What follows belongs to an exercise in optimizing a design on an open flow for small area; a production flow would make more cautious choices. Function was checked by simulation only, so behaviour that the tests miss may differ from the original. Power and IR drop assume default switching activity.

<file path="design/flow/run.sh">
#!/bin/bash
# synth_recipe.tcl (not shown) runs the flow's synth.tcl, then flattens the netlist and writes it again
# the make line also repeats each setting of config.mk as NAME=value (left out here)
make -C /OpenROAD-flow-scripts/flow DESIGN_CONFIG=/design/flow/config.mk WORK_HOME=/design/flow/orfs CLKGATE_MAP_FILE= SYNTH_SCRIPT=/design/flow/synth_recipe.tcl finish
</file>
<file path="design/flow/constraint.sdc">
create_clock -name core_clock -period 10.0 [get_ports {clk}]
set_input_delay 2.0000 -clock core_clock [delete_from_list [all_inputs] [get_ports {clk}]]
set_output_delay 2.0000 -clock core_clock [all_outputs]
set_load 0.01 [all_outputs]
</file>
<file path="design/flow/config.mk">
export PLATFORM = sky130hd
export DESIGN_NAME = ehourglass
export DESIGN_NICKNAME = ehourglass
export VERILOG_FILES = /design/flow/design.v
export SDC_FILE = /design/flow/constraint.sdc
export NUM_CORES = 4
export LEC_CHECK = 0
export CAP_MARGIN = 20
export CORE_MARGIN = 2
export CORE_UTILIZATION = 40
export SLEW_MARGIN = 20
</file>
<file path="design/flow/design.v">
module divide(clk,rst,sw,clkout_1khz,tick_1khz,tick_1hz,tick_out);
input clk,rst; 
input [1:0] sw; 
output reg clkout_1khz; 
output tick_1khz; 
output tick_1hz; 
output tick_out; 
reg clkout_half_hz,clkout_1hz,clkout_2hz,clkout_4hz,clkout_d;
reg clkout;
reg [6:0] cnt1;
reg [8:0] cnt;
always @(sw or clkout_half_hz or clkout_1hz or clkout_2hz or clkout_4hz) 
begin
	case(sw)
	 2'b00:clkout = clkout_half_hz;
	 2'b01:clkout = clkout_1hz;
	 2'b10:clkout = clkout_2hz;
	 default:clkout = clkout_4hz;
	endcase
end
assign tick_1khz = (cnt == 500) & ~clkout_1khz;
wire   tick_4hz  = tick_1khz & (cnt1 == 125) & ~clkout_4hz;
wire   tick_2hz  = tick_4hz & ~clkout_2hz;
assign tick_1hz  = tick_2hz & ~clkout_1hz;
assign tick_out  = clkout & ~clkout_d;
always @(posedge clk or posedge rst) 
begin
	if(rst) begin cnt <= 0; clkout_1khz <= 0; end
	else begin
	if(cnt == 500) begin clkout_1khz <= ~clkout_1khz;cnt <= 0;end
	else cnt <= cnt + 1;
	end
end
always @(posedge clk or posedge rst) 
begin
	if(rst) begin cnt1 <= 0; clkout_4hz <= 0; end
	else if (tick_1khz) begin
	if(cnt1 == 125) begin clkout_4hz <= ~clkout_4hz;cnt1 <= 0;end
	else cnt1 <= cnt1 + 1;
	end
end
always @(posedge clk or posedge rst) 
begin
	if(rst) clkout_2hz <= 0;
	else if (tick_4hz) clkout_2hz <= ~clkout_2hz;
end
always @(posedge clk or posedge rst) 
begin
	if(rst) clkout_1hz <= 0;
	else if (tick_2hz) clkout_1hz <= ~clkout_1hz;
end
always @(posedge clk or posedge rst) 
begin
	if(rst) clkout_half_hz <= 0;
	else if (tick_1hz) clkout_half_hz <= ~clkout_half_hz;
end
always @(posedge clk or posedge rst) 
begin
	if(rst) clkout_d <= 0;
	else clkout_d <= clkout;
end
endmodule
module counter (clk,en,cnt,rst,stop);
input clk,en,rst,stop; 
parameter N = 5; 
output reg [N:0] cnt;
always @ (posedge clk or posedge rst)
	if (rst) begin
		cnt <= 0;
	end
	else if (en) begin
	if (stop ==0) begin  
			if (cnt == 60) cnt <= 0;
			else cnt <= cnt + 1;
		end
		else
			cnt <= cnt;
	end
endmodule
module seg_led (num,seg_led,seg_leds,clk,rst);
input [5:0] num; 
input clk,rst;
output reg [8:0] seg_led; 
output reg [1:0] seg_leds; 
function [7:0] seg; 
input [3:0] n;
begin
	case (n)
	4'd0: seg = 8'b11111100;
	4'd1: seg = 8'b01100000;
	4'd2: seg = 8'b11011010;
	4'd3: seg = 8'b11110010;
	4'd4: seg = 8'b01100110;
	4'd5: seg = 8'b10110110;
	4'd6: seg = 8'b10111110;
	4'd7: seg = 8'b11100100;
	4'd8: seg = 8'b11111110;
	4'd9: seg = 8'b11110110;
	default: seg = 8'b00000000;
	endcase
end
endfunction
wire [5:0] tens = num / 10;
wire [5:0] ones = num - 10*(num/10);
always @ (posedge clk or posedge rst) 
begin
if (rst) begin
	seg_leds <= 2'b01;
	seg_led <= 9'b0_1111_1100;
end
else begin
seg_leds <= ~seg_leds;
if (~seg_leds == 2'b10) seg_led <= {1'b0, seg(tens[3:0])};
else if (~seg_leds == 2'b01) seg_led <= {1'b0, seg(ones[3:0])};
end
end
endmodule
module debounce (clk,rst,key,key_pulse);
parameter   N = 1;  
input             clk;
input             rst;
input   [N-1:0]   key;          
output  [N-1:0]   key_pulse;    
reg     [N-1:0]   key_rst_pre;   
reg     [N-1:0]   key_rst;       
wire    [N-1:0]   key_edge;    
always @(posedge clk  or  posedge rst)
begin
  if (rst) begin
	   key_rst <= {N{1'b1}};
	   key_rst_pre <= {N{1'b1}};
  end
  else begin
	   key_rst <= key;
	   key_rst_pre <= key_rst;
  end    
end
assign  key_edge = key_rst_pre & (~key_rst);
reg	[16:0]	  cnt;
always @(posedge clk or posedge rst)
begin
	if(rst)
	 cnt <= 0;
	else if(key_edge)
	 cnt <= 0;
	else
	 cnt <= cnt + 1'h1;
end  
  reg     [N-1:0]   key_sec_pre;
  reg     [N-1:0]   key_sec;                    
always @(posedge clk  or  posedge rst)
begin
	if (rst) 
	  key_sec <= {N{1'b1}};                
	else begin
	if (cnt==16'h4e20)
	  key_sec <= key;
	else if (key_edge)
	  key_sec <= {N{1'b1}};
	end
end
always @(posedge clk  or  posedge rst)
begin
 if (rst)
	  key_sec_pre <= {N{1'b1}};
 else                   
	  key_sec_pre <= key_sec;             
end 
assign  key_pulse = key_sec_pre & (~key_sec);     
endmodule	
module led_matrix (tick,clk,cnt,r_col,g_col,row,rst,sw1,stop);
input clk,tick,rst,sw1,stop;
output reg[7:0]r_col,g_col,row;
input [4:0]cnt;
reg [2:0] row_cnt;
reg [9:0] row_l;
reg [9:0] row_r;
always @(posedge clk or posedge rst)
 if (rst) begin
   row_l <= 10'b11_1111_1111;
	row_r <= 10'b11_1111_1111;
	end
 else if (tick) begin
 if(stop==0)begin   
	 if (!cnt[0]) begin
	  if(sw1==1) row_l <= row_l<<1'b1;   
	  else row_l <= {1'b1,row_l[9:1]};   
	 end
	 else begin
	  if(sw1==1) row_r <= row_r>>1'b1;   
	  else row_r <= {row_r[8:0],1'b1};   
	 end
	end
 end
wire [2:0] rc = row_cnt + 3'd1;
always @(posedge clk or posedge rst)  
begin
 if (rst) begin
  row_cnt <= 3'b000;
  row <= 8'b1111_1111;
  r_col <= 8'b0;
  g_col <= 8'b0;
 end
 else begin
 row_cnt <= rc;
  case(rc)
	3'b000: begin
			row<=8'b1111_1110;
			r_col <= {row_l[3:0],row_r[9:6]};
			g_col <= {~row_l[3:0],~row_r[9:6]};
			  end
	3'b001: begin
			row<=8'b1111_1101;
			r_col <= {1'b0,row_l[6:4],row_r[5:3],1'b0};
			g_col <= {1'b0,~row_l[6:4],~row_r[5:3],1'b0};
			  end
  	3'b010: begin
			row<=8'b1111_1011;
			r_col <= {2'b00,row_l[8:7],row_r[2:1],2'b00};
			g_col <= {2'b00,~row_l[8:7],~row_r[2:1],2'b00};
			  end
	3'b011: begin
			row<=8'b1111_0111;
			r_col <= {3'b000,row_l[9],row_r[0],3'b000};
			g_col <= {3'b000,~row_l[9],~row_r[0],3'b000};
			  end
	3'b100: begin
			row<=8'b1110_1111;
			r_col <= {3'b000,~row_l[9],~row_r[0],3'b000};
			g_col <= {3'b000,row_l[9],row_r[0],3'b000};
			  end
	3'b101: begin
			row<=8'b1101_1111;
			r_col <= {2'b00,~row_l[8:7],~row_r[2:1],2'b00};
			g_col <= {2'b00,row_l[8:7],row_r[2:1],2'b00};
			  end
	3'b110: begin
			row<=8'b1011_1111;
			r_col <= {1'b0,~row_l[6:4],~row_r[5:3],1'b0};
			g_col <= {1'b0,row_l[6:4],row_r[5:3],1'b0};
			  end
	default: begin
			row<=8'b0111_1111;
			r_col <= {~row_l[3:0],~row_r[9:6]};
			g_col <= {row_l[3:0],row_r[9:6]};
			  end
	endcase
 end
end
endmodule
module lcd(clk,tick,clk_LCD,rst,en,RS,RW,data,stop,speed);
input      clk;       
input      tick;      
input      clk_LCD;   
input       rst,stop;
input [1:0] speed;    
output    en,RS,RW;   
output   reg [7:0]  data;
reg               RS,en_sel;
reg     [2:0]   disp_count; 
reg     [2:0]   state; 
parameter   clear_lcd  = 3'b000,  
		  set_disp_mode  = 3'b001,  
	  disp_on           = 3'b010, 
			shift_down    = 3'b011,  
	  write_data_first  = 3'b101, 
				  idle     = 3'b111; 
assign  RW = 1'b0;                     
assign  en = en_sel ? clk_LCD : 1'b0;
reg [7:0]    data_first_line     [13:0];   
reg [1:0] speed_pre,speed_now; 
always @(posedge clk)
begin
	if (tick) begin
	speed_now <= speed;
	speed_pre <= speed_now;
	end
end
wire pulse = (speed_now==speed_pre)? 1'b0:1'b1;
always @(posedge clk)
begin
if (tick) begin
if(stop)begin	  
   data_first_line[0] <= 8'h57;
   data_first_line[1] <= 8'h65;
   data_first_line[2] <= 8'h7c;
   data_first_line[3] <= 8'h63;
   data_first_line[4] <= 8'h6f;
   data_first_line[5] <= 8'h6d;
   data_first_line[6] <= 8'h65;
   end
else begin	 
   data_first_line[0] <= 8'h53;
   data_first_line[1] <= 8'h50;
   data_first_line[2] <= 8'h45;
   data_first_line[3] <= 8'h45;
   data_first_line[4] <= 8'h44;
   data_first_line[5] <= 8'h3a;
	case(speed)				 
	0:data_first_line[6] <= 8'h31;
	1:data_first_line[6] <= 8'h32;
	2:data_first_line[6] <= 8'h33;
	default:data_first_line[6] <= 8'h34;
	endcase
   end
end
end
always @(posedge clk or posedge rst)
begin
   if(rst)
     begin
         state         <= clear_lcd;    
         RS            <= 1'b0;         
         data        <= 8'b0;
         en_sel       <= 1'b1;        
         disp_count <= 3'b0;
     end
   else if (tick)
     case(state)
     clear_lcd:
            begin
               state  <= set_disp_mode;
               data  <= 8'h01;
            end
     set_disp_mode:
            begin
               state  <= disp_on;
               data  <= 8'h38;
            end
     disp_on:
            begin
               state  <= shift_down;
               data  <= 8'h0c;
            end
     shift_down:
           begin
               state  <= write_data_first;
               data  <= 8'h06;
           end
     write_data_first:
           begin
               if(disp_count == 7)
                   begin
                       data    <= 8'hc2;
                       RS     <= 1'b0;
                       disp_count   <= 3'b0;
                       state    <= idle;
                   end
               else
                   begin
                       data    <= data_first_line[disp_count];
                       RS     <= 1'b1;
                       disp_count   <= disp_count + 1'b1;
                       state    <= write_data_first;
                   end
           end
     idle:
           begin
               if(pulse)state <= clear_lcd;  
					else state <= idle;
           end
     default:  state <= clear_lcd;
     endcase
end
endmodule
module music(beep,clk,rst,tick);
input clk,tick,rst;
output reg beep;
reg [10:0]count_end,count;
reg [3:0] seconds;
always @(posedge clk or posedge rst)
if (rst) begin count <= 0;beep <= 0;end
else begin
	if (seconds < 12) begin
		if (count == count_end) begin
		count <= 0;
		beep <= ~beep;
		end
		else count <= count + 1;
	end
	else beep <= 0;
end
always @(posedge clk or posedge rst)
if (rst) begin seconds <= 0; count_end <= 1517; end
else if (tick) begin
	case(seconds)
	0,1:count_end <= 1517;
	2:count_end <= 1275;
	3,4,5:count_end <= 851;
	6,7:count_end <= 956;
	8:count_end <= 1275;
	9,10,11:count_end <= 1432;
	default:;
	endcase
	if (seconds < 12) seconds <= seconds + 1;
	else seconds <= 15;
	end
endmodule
module ehourglass(sw1,btn0,rst,clk,speed,beep,r_col,g_col,row,seg_led,seg_led_d,
				lcd_rs,lcd_rw,lcd_e,d);
input sw1,btn0,rst,clk; 
input [1:0]speed; 
output  lcd_rs,lcd_rw,lcd_e; 
output  [7:0] d;
output beep;
output [7:0]r_col,g_col,row; 
output [8:0]seg_led; 
output [7:0]seg_led_d;
wire [1:0]seg_leds;
assign seg_led_d={6'b111111,seg_leds};
wire clk_1khz; 
wire tick_1khz,tick_1hz,tick_out; 
wire [5:0] cnt_clock;
wire [0:0] cnt_matrix;
wire btn0_pulse;
reg stop;
always @(posedge clk or posedge rst) 
begin
if (rst) stop <= 0;
else if (btn0_pulse) stop <= ~stop;
end
divide  d1(
			.clk(clk),
			.rst(rst),
			.sw(speed),
			.clkout_1khz(clk_1khz),
			.tick_1khz(tick_1khz),
			.tick_1hz(tick_1hz),
			.tick_out(tick_out)
			); 
counter ct(
			.clk(clk),
			.en(tick_1hz),
			.cnt(cnt_clock),
			.rst(rst),
			.stop(stop)
			); 
counter #(.N(0))cm(
			.clk(clk),
			.en(tick_out),
			.cnt(cnt_matrix),
			.rst(rst),
			.stop(stop)
			); 
seg_led s1(
			.num(cnt_clock),
			.seg_led(seg_led),
			.seg_leds(seg_leds),
			.clk(clk),
			.rst(rst)
			); 
debounce de1(
			  .clk(clk),
			  .rst(rst),
			  .key(btn0),
			  .key_pulse(btn0_pulse)
				); 
led_matrix l1(
			  .clk(clk),
			  .cnt({4'b0000,cnt_matrix}),
			  .r_col(r_col),
			  .g_col(g_col),
			  .row(row),
			  .tick(tick_out),
			  .sw1(sw1),
			  .stop(stop),
			  .rst(rst)
			    ); 
lcd 	lcd1(
			  .clk(clk),
			  .tick(tick_1khz),
			  .clk_LCD(clk_1khz),
			  .speed(speed),
			  .rst(rst),
			  .stop(stop),
			  .data(d),
			  .RS(lcd_rs),
			  .RW(lcd_rw),
			  .en(lcd_e)
				);	 
music m1(
			.clk(clk),
			.tick(tick_out),
			.rst(rst),
			.beep(beep)
			); 
endmodule
</file>
==> results.yml <==
status:
  status: "finished clean"
critical_path:
  critPathBufInv: 1
  worstPathRequired_ns: 10.34
  r2r-start: "ct.cnt[3]$_DFFE_PP0P_"
  critical_path_class: "reg2reg"
  cp.depth: 17
  cp_cell_sequence: "or2_1 > ha_1 > nor2b_1 > a21oi_1 > a21oi_1 > ha_1 > nand2b_1 > o32ai_1 > a21oi_1 > a21oi_4 > inv_1 > ha_1 > fa_1 > xor2_1 > xor2_2 > or3b_1 > a31oi_1"
  crit_path_max_fanout: 14
  cp_slowest_cell: "dfrtp_1"
  slowest_delay_ns: 0.51
  cp_top_family: "compound AO/OA/AOI/OAI gates"
  startpoint_type: "register"
  rrSetupSlack_ns: 5.18
  endpoint_kind: "register"
  reg2reg_depth: 17
  crit-reg2reg-capture: "s1.seg_led[7]$_DFFE_PP1P_"
  cp_data_arrival_time_ns: 5.17
sta:
  layout_min_cycle_time_ns: 4.82
  grt_setup_unrepaired: "no"
  slew_viol_final: 0
  period_share_pct: 48.2
  whs_ns: 0.368
  setup_viol: 0
  worstMarginPinSlew_ns: 0.926
  timing.fmax_ghz: 0.207
  tns_ns: 0
  relSlewSlack_pct: 37.7
  setup_slack_ns: 5.18
  finalHoldViolations: 0
  finalClockSkew_ns: 0.0150
clocking:
  cts_sinks: 158
  cts_max_level: 4
  cts.clk_slew.worst_paths_ns: 0.06
  cts_tree: "built"
  cts-root-buf: "clkbuf_16"
  cts_setup_buffers: 0
  cts_buffers: 17
  ctsHoldBuffers: 0
  clockBufferDepth: 2
  clk_latency_ns: 0.42
  cts_resized: 0
die:
  die_w_um: 150
  die_h_um: 150
  initial_core_util_pct: 40.6
  core_um2: 21000
  die_area_um2: 22500
  io_pins: 59
  rows: 53
cells_and_area:
  nets: 965
  area_delta_synth_final_pct: 14.8
  diodes: 0
  final_cell_area_um2: 9760
  drive_above_1_share_pct: 10.2
placed_design:
  placed_area_um2: 9170
  dp_hpwl_um: 11400
  port_buffers: 49
  gp_congestion: 0.789
  pre_cts_ws_ns: 5.11
synth:
  yosysWarnings: 18
  yosysUniqueCellTypes: 76
  synth_edf_count: 11
  synth_flop_cell: "dfrtp_1"
  synth.area.top_cells: "dfrtp_1 (30%), dfstp_2 (14%), ha_1 (6.8%)"
  syn_inst: 884
  syn_area_um2: 8510
  netlist_top_cells_count: "dfrtp_1 (102), nor2_1 (98), nand2_1 (66)"
  synth_top_area_share_pct: 30.0
  synth_async_sr_flop_share_pct: 93.0
  yosysMostFrequentCell: "dfrtp_1"
  synth_seq_cells: 158
  yosysTopAreaCell: "dfrtp_1"
  yosysSeqAreaShare_pct: 47.8
  syn_avg_cell_area_um2: 9.62
detailed_routing:
  drt_first_pass_iters: 6
  postRouteAntennaNets: 0
  drt-initial-drc-count: 339
  routedWlPerCell_um: 14.1
  drc: 0
  totalWireLength_um: 16900
  via_per_inst: 5.23
  vias: 6281
grt:
  grt_start_max_net_pins: 100
  grt_pass1_vias: 5904
  gr-usage-all-layers_pct: 15.6
  grt_pass1_wl_um: 28500
  gr-total-overflow: 0
  antenna_found_initial: 0
min_path:
  hp-start: "de1.key_rst$_DFF_PP1_"
  hold_path_class: "reg2reg"
  min_to: "de1.key_rst_pre$_DFF_PP1_"
  min_path_cells: 0
power_and_ir_drop:
  p_sw_uw: 368
  vdd_ir_drop_max_uv: 125
  p_per_area_nw_per_um2: 150
  power.share.sequential_pct: 48.6
  p_int_mw: 1.10
  swShare_pct: 25.2
  clockPowerShare_pct: 43.9
  p_leak_nw: 4.24
  comb_power_share_pct: 7.5
job:
  maxCapViolCount: 0
-- power groups by stage --
stage / sequential, mW / combinational [mW] / clock, mW
finish: 0.711 / 0.110 / 0.643
global route: 0.715 / 0.128 / 0.684
CTS: 0.711 / 0.114 / 0.661
detailed placement: 0.722 / 0.113 / 0
global placement: 0.721 / 0.108 / 0
floorplan: 0.713 / 0.0867 / 0
-- routing by layer --
layer | part of all wire (%) | global-route usage [%] | up-vias
li1 | - | - | 3141
met1 | 50 | 21.8 | 3038
met2 | 47 | 24.5 | 94
met3 | 2.7 | 3.17 | 8
met4 | 0.60 | 4.39 | 0
met5 | 0 | 0 | -
-- flip-flops by register name (all words and copies together), names as in the netlist, 9 cells and up --
| name | count |
|---|---|
| l1.row_r | 10 |
| m1.count | 11 |
| m1.count_end | 9 |
| d1.cnt | 9 |
| de1.cnt | 17 |
| l1.row_l | 10 |
-- metrics by stage --
step           std cells  util, %  total power, mW
6_report            1200     46.6             1.46
3_3_place_gp        1168     43.8            0.830
3_5_place_dp        1168     43.8            0.835
2_1_floorplan        891        -            0.800
4_1_cts             1200     46.6             1.48
5_1_grt             1200     46.6             1.53
-- layout make-up --
| class | instances | area [um^2] |
|---|---|---|
| Clock inverter | 12 | 121 |
| Timing Repair Buffer | 53 | 515 |
| Inverter | 46 | 179 |
| Fill cell | 2025 | 11200 |
| Multi-Input combinational cell | 636 | 4070 |
| Sequential cell | 158 | 4070 |
| Clock buffer | 20 | 468 |
| Tap cell | 275 | 344 |
-- placed cells by master (no fill, tap or decap), types with 4 or more instances in the layout --
cell and instances:
or3_1 7, o22ai_1 10, a221oi_1 7, o21ai_1 7
inv_1 44, o211ai_1 5, o21ai_0 62, dfstp_2 45
nand3b_1 5, nand2b_1 10, buf_4 4, xnor2_1 17
a31oi_1 14, mux2i_1 21, conb_1 9, o32a_1 4
clkinv_4 4, nand2_1 66, o31ai_1 9, nor4b_1 4
nand3_1 24, nor2b_1 13, nand4_1 12, a21o_1 6
nor2_1 98, edfxtp_1 11, nor4_1 4, a22oi_1 7
dfrtp_1 102, clkbuf_16 18, clkdlybuf4s50_1 48, nor3_1 19
xor2_1 24, ha_1 46, a21oi_1 64, inv_6 6
and3_1 10
-- worst reg2reg max path: cells and delay by family (launching register included) --
kind / cells / cell delay (ns)
AO/OA/AOI/OAI: 6 / 1.22
XOR/XNOR: 2 / 0.85
adder cells (fa/ha/maj): 4 / 1.06
buffers and inverters: 1 / 0.14
flip-flops: 1 / 0.51
AND/OR/NAND/NOR: 4 / 0.99
-- cells by family after synthesis --
group | synth area share, %
and+or+nand+nor | 16.6
AOI/OAI and AO/OA | 15.9
DFF | 47.8
buffers and inverters | 4.81
adders and majority gates | 7.12
xor gates and xnor gates | 4.68
muxes | 3.00
other | 0.0883
-- how the worst max path moves through the flow --
stage,from,end,slack [ns]
2_1_floorplan,rst,cm.cnt$_DFFE_PP0P_,4.12
3_3_place_gp,speed[0],m1.count_end[9]$_DFFE_PP0P_,5.22
3_5_place_dp,speed[0],m1.count_end[9]$_DFFE_PP0P_,5.11
4_1_cts,ct.cnt[3]$_DFFE_PP0P_,s1.seg_led[7]$_DFFE_PP1P_,5.20
5_1_grt,ct.cnt[3]$_DFFE_PP0P_,s1.seg_led[1]$_DFFE_PP0P_,4.75
6_report,ct.cnt[3]$_DFFE_PP0P_,s1.seg_led[7]$_DFFE_PP1P_,5.18

[separate check: timing with driven ports]
How much do the figures lean on ideal ports? The routed layout below was timed once more, with nothing changed but the port constraints.
Step 1, drivers: a clkbuf_16 drives clk and a buf_2 each remaining input, both assumed.
Step 2, shift: input delay + t, output delay - t, t = (earliest + latest rising clock arrival at the registers) / 2. This alone moves slack from input paths to output paths.
Slacks: no drivers / after step 1 / after step 2; pairs: no drivers / after step 1.
shift t [ns]: 0.465
setup WS [ns]: 5.177 / 5.177 / 5.106
hold slack, ns: 0.368 / 0.368 / 0.368
After both steps this run still meets setup and hold. For this run, drivers alone change the setup slack by 0.000 ns; drivers and shift together by -0.071 ns.
